Source: an optimization exercise on an open RTL-to-GDS flow (aim: small area, a short achievable clock period and few clock cycles). Production flows keep margins and buffers that such runs may drop.
Function was not checked in any run shown here: the RTL went through the layout flow alone.
Power figures rest on the tool's default switching activity, not on a simulated workload.

===== design.v =====
module fsm(
    input [15:0] dataIn,
    input R_I,
    input reset,
    input clk,
    output reg REG_ERROR,
    output [15:0] dataOut,
    output reg R_O
);
reg        sgn;
reg [11:0] mag;
wire busy = R_O | REG_ERROR;
wire s    = dataIn[15];
wire [11:0] x = dataIn[11:0];
wire err  = s ? ~&dataIn[14:11]
              : (|dataIn[14:12] | (x[11] & |x[10:0]));
wire [11:0] lo;
assign lo[0] = 1'b0;
genvar g;
generate
    for (g = 1; g < 12; g = g + 1) begin : pre
        assign lo[g] = lo[g-1] | x[g-1];
    end
endgenerate
wire [11:0] m = x ^ ({12{s}} & lo);
always @(posedge clk) begin
    sgn <= s;
    mag <= m;
    if (reset) begin
        R_O       <= 1'b0;
        REG_ERROR <= 1'b0;
    end else begin
        R_O       <= R_I & ~busy & ~err;
        REG_ERROR <= R_I & ~busy & err;
    end
end
wire        z8 = ~|mag[11:4];
wire [11:0] t8 = z8 ? {mag[3:0], 8'd0} : mag;
wire        z4 = ~|t8[11:8];
wire [11:0] t4 = z4 ? {t8[7:0], 4'd0} : t8;
wire        z2 = ~|t4[11:10];
wire [11:0] t2 = z2 ? {t4[9:0], 2'd0} : t4;
wire        z1 = ~t2[11];
wire [11:0] t1 = z1 ? {t2[10:0], 1'b0} : t2;
wire [3:0]  lz = {z8, z4, z2, z1};    
wire [4:0] e = 5'd26 - {1'b0, lz};
assign dataOut[15]    = sgn;
assign dataOut[14:10] = (&lz) ? 5'd0 : e;
assign dataOut[9:0]   = t1[10:1];
endmodule

===== flow/run.sh =====
#!/bin/bash
# ORFS layout as in standard.sh, with two changes:
#  - ABC maps with Yosys's own delay-driven script and target MY_ABC_D (ps)
#    instead of ORFS's abc_speed script (everything else in synthesis as in
#    synth_recipe.tcl, so the registers keep their names and cells);
#  - plain buf_1 cells as the port buffers.
set -euo pipefail
W=$PWD
source "$W/flow/params.sh"
export MY_ABC_D MY_ABC_SCRIPT
export BUFFER_PORTS_ARGS="-buffer_cell sky130_fd_sc_hd__buf_1"
sed "s#SYNTH_SCRIPT=[^ ]*#SYNTH_SCRIPT=$W/flow/my_synth.tcl#" standard.sh > my_standard.sh
bash my_standard.sh finish > standard_flow.log 2>&1

===== flow/my_synth.tcl =====
# synth_recipe.tcl with the abc call's script and delay target replaced.
proc abc {args} {
  set out {}
  for {set i 0} {$i < [llength $args]} {incr i} {
    set a [lindex $args $i]
    if {$a eq "-script"} {
      incr i
      if {$::env(MY_ABC_SCRIPT) ne ""} { lappend out -script $::env(MY_ABC_SCRIPT) }
      continue
    }
    if {$a eq "-D"} { incr i; continue }
    lappend out $a
  }
  if {$::env(MY_ABC_D) ne ""} { lappend out -D $::env(MY_ABC_D) }
  puts "my abc: $out"
  yosys abc {*}$out
}
source [file join [file dirname [file normalize [info script]]] .. synth_recipe.tcl]

===== flow/params.sh =====
MY_ABC_D=800; MY_ABC_SCRIPT=""

===== standard.sh =====
#!/bin/bash
# synth_recipe.tcl (not shown) runs the flow's synth.tcl, then flattens the netlist and writes it again
# the make line also repeats each setting of config.mk as NAME=value (left out here)
make -C /OpenROAD-flow-scripts/flow DESIGN_CONFIG=/design/flow/config.mk WORK_HOME=/design/flow/orfs CLKGATE_MAP_FILE= SYNTH_SCRIPT=/design/flow/synth_recipe.tcl "${@:-finish}"

===== config.mk =====
export PLATFORM = sky130hd
export DESIGN_NAME = fsm
export DESIGN_NICKNAME = fsm
export VERILOG_FILES = /design/flow/design.v
export SDC_FILE = /design/flow/constraint.sdc
export NUM_CORES = 4
export LEC_CHECK = 0
export CAP_MARGIN = 20
export CORE_MARGIN = 2
export CORE_UTILIZATION = 40
export SLEW_MARGIN = 20

===== constraint.sdc =====
create_clock -name core_clock -period 5.0 [get_ports {clk}]
set_input_delay 1.0000 -clock core_clock [delete_from_list [all_inputs] [get_ports {clk}]]
set_output_delay 1.0000 -clock core_clock [all_outputs]
set_load 0.01 [all_outputs]

==> flow_summary.ini, run 1 <==
[critical_path]
worstPathCellList = nor4_4 -> a31oi_1 -> a41oi_2 -> and2_1 -> mux2_1 -> mux2i_1 -> buf_1
worst_setup_path_start_kind = flop
worstSetupEndpointType = primary output
regToRegSetupSlack_ns = 4.18
slowest_stage = nor4_4
cp_data_required_time_ns = 4.00
critPathMaxStageDelay_ns = 0.54
cp_top_family = simple AND/OR/NAND/NOR gates
cp_max_fo = 10
path_buf_inv = 1
critical_path_class = reg -> out
worstPathArrival_ns = 3.13

[timing]
layout_setup_ws_ns = 0.870
setup_viol = 0
setup-tns-final_ns = 0
slew_violations = 0
max_freq_mhz = 242
finalCritPeriodShare_pct = 82.6
tightest_slew_ns = 0.546
relSlewSlack_pct = 63.4
final_hold_viol_count = 0
rsz0062_at_grt = no
hold-worst-slack_ns = 0.465
min_period_ns = 4.13
skew_ns = 0.00000838

[clocking]
clkSinkCount = 15
cts_hold_buf = 0
cts_inserted_buffers = 3
clkTransAtPathRegs_ns = 0.09
clockBufferDepth = 2
cts_setup_buffers = 0
cts_htree_levels = 1
cts_tree = done
clockRootBuffer = clkbuf_4
clk_latency_ns = 0.27
cts_resized = 0

[die]
die_h_um = 56.9
die-area_mm2 = 0.00324
io_pins = 37
rows = 19
start_util_pct = 41.3
core_mm2 = 0.00271
die_w_um = 56.9

[detailed_routing]
routed_via_density = 5.65
routedWlPerCell_um = 13.2
wl_met2_um = 1190
wl_met1_um = 1120
wl_met3_um = 167
antenna_left = 0
drc = 0
wl_um = 2480
vias = 1062
drtIter0Drc = 42
top_layer_used = met4
drtPass1Iterations = 4

[yosys]
synth-seq-area-share_pct = 26.8
netlist-cell-type-count = 33
netlist_area_mm2 = 0.00112
syn_inst = 120
synth_top_area_share_pct = 26.8
syn_area_per_cell_um2 = 9.32
syn_nets = 139
synth_top_area_cell = dfxtp_1
ys_ff_latch = 15
yosys_warnings = 1
netlist_top_cells_area = dfxtp_1, mux2i_1, xnor2_1

[layout]
final-instance-count-excl-fill = 188
drive_gt1_share_pct = 11.5
most-common-layout-cells = buf_1, dfxtp_1, mux2i_1
area.growth.synth_to_final_pct = 15.9
nets = 177
mostFrequentLayoutCell = buf_1
n_antenna_cell = 0

[grt]
grtUsageTotal_pct = 16.4
grt_max_degree = 15
grt_pass1_wl_um = 4340
gr-total-overflow = 0
grt_pass1_vias = 1003
antenna_found_initial = 0

[place]
io_buffers = 36
place.detailed.hpwl_um = 2020
dp_cells = 184
globalplace.congestion = 0.804
dpl_worst_slack_ns = 1.19

[power]
power_mw = 0.361
power.leakage_nw = 0.418
vdd_drop_max_mv = 0.192
power_density_mw_per_mm2 = 278

[run]
max_cap_viol_count = 0

[status]
outcome = no timing/DRC/antenna violations

[worst_hold_path]
hold_class = reg -> reg
-- final timing paths --
kind	from	to	depth (start not counted)
worst min register to register	R_O	REG_ERROR	1
worst min-delay path	R_O	REG_ERROR	1
worst max-delay path	mag[6]	dataOut[4]	7
worst max register to register	REG_ERROR	REG_ERROR	2
-- cells in the mapped netlist --
cell type  number
a21oi_1         1
a31o_2          4
a31oi_1         4
a41o_1          1
a41oi_1         3
a41oi_2         1
and2_1          7
buf_4           1
buf_6           1
clkbuf_1        1
dfxtp_1        15
inv_2           1
mux2_1          1
mux2_2          4
mux2_4          1
mux2i_1        13
nand2_1        10
nand2b_1        3
nand3_1         4
nand4_1         2
nor2_1          4
nor4_1          4
nor4_4          3
nor4b_1         1
o21a_1          3
o21ai_0         6
o21ai_2         1
o22ai_1         1
o31ai_1         3
o41ai_1         3
or2b_1          1
or4_1           1
xnor2_1        11
-- sequential cells by signal, summed over array words and instances, names as in the netlist --
| register | cells |
|---|---|
| mag | 12 |
| R_O | 1 |
| sgn | 1 |
| REG_ERROR | 1 |
-- cells by family (layout without fill, tap and decap cells) --
group	after synthesis	after routing	share of synthesized area, %
compound gates	31	31	20.9
xor+xnor	11	11	8.61
buf+inv	4	41	2.35
flops	15	15	26.8
mux	19	19	18.0
simple gates	40	40	23.3
-- area by class of cell --
class	instances	area [um2]
flip-flops and latches	15	300
multi-input cells	101	792
well taps	31	38.8
inverters	1	3.75
repair buffers	36	135
clock buffers	4	26.3
fillers	281	1410
-- where the power goes --
group | switching, mW | total, mW | internal [mW]
clock network | 0.0358 | 0.0667 | 0.0309
registers | 0.0127 | 0.144 | 0.131
logic | 0.0862 | 0.150 | 0.0642
total | 0.135 | 0.361 | 0.226
-- stage by stage --
stage	util [%]	instance area, um2
2_1_floorplan	-	1120
3_3_place_gp	46.9	1270
3_5_place_dp	46.9	1270
4_1_cts	47.8	1300
5_1_grt	47.8	1300
6_report	47.8	1300
-- worst register-to-register path: stages (launching register included) --
cell      delay, ns
dfxtp_1        0.31
nand2b_1       0.15
nor4b_1        0.26
-- metal layers --
layer	vias to the layer above	global-route usage, %
li1	541	-
met1	474	20.6
met2	45	28.1
met3	2	3.00
met4	0	4.98
met5	-	0
==> run 2: changes to the inputs <==
==> flow/params.sh (replaced) <==
MY_ABC_D=1500; MY_ABC_SCRIPT=""
==> run 2 against run 1 <==
Effect of this change:
- global-route usage is the same
- die area is the same
- count of clock-buffer cells in the layout is the same
- synthesized area is the same
- still clean on timing, DRC and antenna
- clock skew is the same
- fmax is the same
- wire length is the same
- register-to-register slack is essentially flat
- sequential share of layout area is the same
- combinational power is essentially flat
- critical path depth is the same
- largest power group unchanged
- setup slack is the same
==> flow_summary.ini, run 2 <==
[clocking]
cts_hold_buf = 0
cts_htree_levels = 1
clk_latency_ns = 0.27
cts_setup_buffers = 0
clockBufferDepth = 2
clkTransAtPathRegs_ns = 0.09
cts_tree = done
cts_inserted_buffers = 3
cts_resized = 0
clockRootBuffer = clkbuf_4
clkSinkCount = 15

[critical_path]
reg2reg_from = REG_ERROR
cp_top_family = simple AND/OR/NAND/NOR gates
timing.rr.end = REG_ERROR
worstPathCellList = nor4_4 -> a31oi_1 -> a41oi_2 -> and2_1 -> mux2_1 -> mux2i_1 -> buf_1
worst_setup_path_start_kind = flop
cp_max_fo = 10
regToRegSetupSlack_ns = 4.18
slowest_stage = nor4_4
path_buf_inv = 1
worstSetupEndpointType = primary output
worstPathArrival_ns = 3.13
startpoint = mag[6]
critPathMaxStageDelay_ns = 0.54
critical_path_class = reg -> out
reg2reg_depth = 2
cp_data_required_time_ns = 4.00

[yosys]
netlist_top_cells_area = dfxtp_1, mux2i_1, xnor2_1
async_reset_ff_share_pct = 0
syn_area_per_cell_um2 = 9.32
ys_ff_latch = 15
yosysMostFrequentCell = dfxtp_1
synth_edf_count = 0
yosys_warnings = 1
synth_top_area_share_pct = 26.8
synth_top_area_cell = dfxtp_1
synth-seq-area-share_pct = 26.8
syn_nets = 139
netlist_top_cells_count = dfxtp_1, mux2i_1, xnor2_1, nand2_1, and2_1
netlist_area_mm2 = 0.00112
netlist-cell-type-count = 33
synthFlopType = dfxtp_1
syn_inst = 120

[place]
place.detailed.hpwl_um = 2020
globalplace.congestion = 0.804
io_buffers = 36

[layout]
nets = 177
mostFrequentLayoutCell = buf_1
n_fill_cell = 281
top_register = mag
n_antenna_cell = 0
drive_gt1_share_pct = 11.5
largest_register_ffs = 12
area.growth.synth_to_final_pct = 15.9
most-common-layout-cells = buf_1, dfxtp_1, mux2i_1

[power]
power.leakage_nw = 0.418
vdd_drop_max_mv = 0.192
power_mw = 0.361
power_density_mw_per_mm2 = 278

[timing]
setup_viol = 0
rsz0062_at_grt = no
relSlewSlack_pct = 63.4
min_period_ns = 4.13
finalCritPeriodShare_pct = 82.6
tightest_slew_ns = 0.546
final_hold_viol_count = 0
skew_ns = 0.00000838
slew_violations = 0
max_freq_mhz = 242
setup-tns-final_ns = 0

[detailed_routing]
routed_via_density = 5.65
routedWlPerCell_um = 13.2
vias = 1062
drtIter0Drc = 42
drc = 0
antenna_left = 0
wl_um = 2480
drtPass1Iterations = 4

[grt]
grtUsageTotal_pct = 16.4
gr-total-overflow = 0
grt_pass1_vias = 1003
grt_max_degree = 15
grt_pass1_wl_um = 4340
antenna_found_initial = 0

[die]
die-area_mm2 = 0.00324
rows = 19
core_mm2 = 0.00271
start_util_pct = 41.3
die_w_um = 56.9
die_h_um = 56.9
io_pins = 37

[worst_hold_path]
hold_depth = 1
min-delay-start = R_O
hold_class = reg -> reg
min_to = REG_ERROR

[run]
max_cap_viol_count = 0

[status]
outcome = no timing/DRC/antenna violations
run 2: routing by layer:
metal | vias to the layer above | GRT usage (%) | share of wire [%]
met5 | - | 0 | 0
met4 | 0 | 4.98 | 0.32
met2 | 45 | 28.1 | 48
met3 | 2 | 3.00 | 6.7
li1 | 541 | - | -
met1 | 474 | 20.6 | 45
run 2: worst max path at each step:
stage | end | cells past startpoint | slack [ns]
floorplan | dataOut[3] | 7 | 1.73
global placement | dataOut[6] | 7 | 1.33
detailed placement | dataOut[5] | 7 | 1.19
CTS | dataOut[5] | 7 | 0.87
global route | dataOut[5] | 7 | 0.64
finish | dataOut[4] | 7 | 0.87
run 2: layout make-up:
type | count | area, um2 | area share, %
repair buffers | 36 | 135 | 10.4
flip-flops and latches | 15 | 300 | 23.2
clock buffers | 4 | 26.3 | 2.03
well taps | 31 | 38.8 | 2.99
inverters | 1 | 3.75 | 0.290
multi-input cells | 101 | 792 | 61.1
run 2: power breakdown:
group          leakage [nW]  switching [mW]  internal [mW]  total (mW)
Clock                0.0150          0.0358         0.0309      0.0667
Combinational         0.277          0.0862         0.0642       0.150
Sequential            0.126          0.0127          0.131       0.144
run 2: cell families (layout without fill, tap and decap cells):
group / after synthesis / after routing / synth area share [%]
and+or+nand+nor: 40 / 40 / 23.3
muxes: 19 / 19 / 18.0
xor gates and xnor gates: 11 / 11 / 8.61
DFF: 15 / 15 / 26.8
AOI/OAI and AO/OA: 31 / 31 / 20.9
buffers and inverters: 4 / 41 / 2.35
run 2: per-stage QoR:
step	instance area [um2]	hold WS, ns	cells	setup WS (ns)	util (%)
6_report	1300	0.465	188	0.870	47.8
4_1_cts	1300	0.472	188	0.866	47.8
3_3_place_gp	1270	0.450	184	1.33	46.9
3_5_place_dp	1270	0.459	184	1.19	46.9
2_1_floorplan	1120	0.485	120	1.73	-
5_1_grt	1300	0.497	188	0.639	47.8

## re-timing with driven ports
The flow's constraints put no driver on any port. The routed layouts listed below were extracted and timed again, unchanged, in two steps.
Step 1 sets driving cells, clkbuf_16 on the clock port and buf_2 on the other inputs (assumed; they add their load-dependent delay and slew).
Step 2 also shifts input and output timing later by t, the mid clock arrival at the registers, as if the neighbouring blocks saw the same clock.
a / b / c = ideal / step 1 / step 2; a / b = the first two.
run | t (ns) | slack for setup (ns) | worst setup path after step 2 | clock arrival spread, ns
run 1 | 0.288 | 0.870 / 0.854 / 1.142 | register to output | 0.010 / 0.010
run 2 | 0.288 | 0.870 / 0.854 / 1.142 | register to output | 0.010 / 0.010
After both steps every run listed still meets setup and hold.
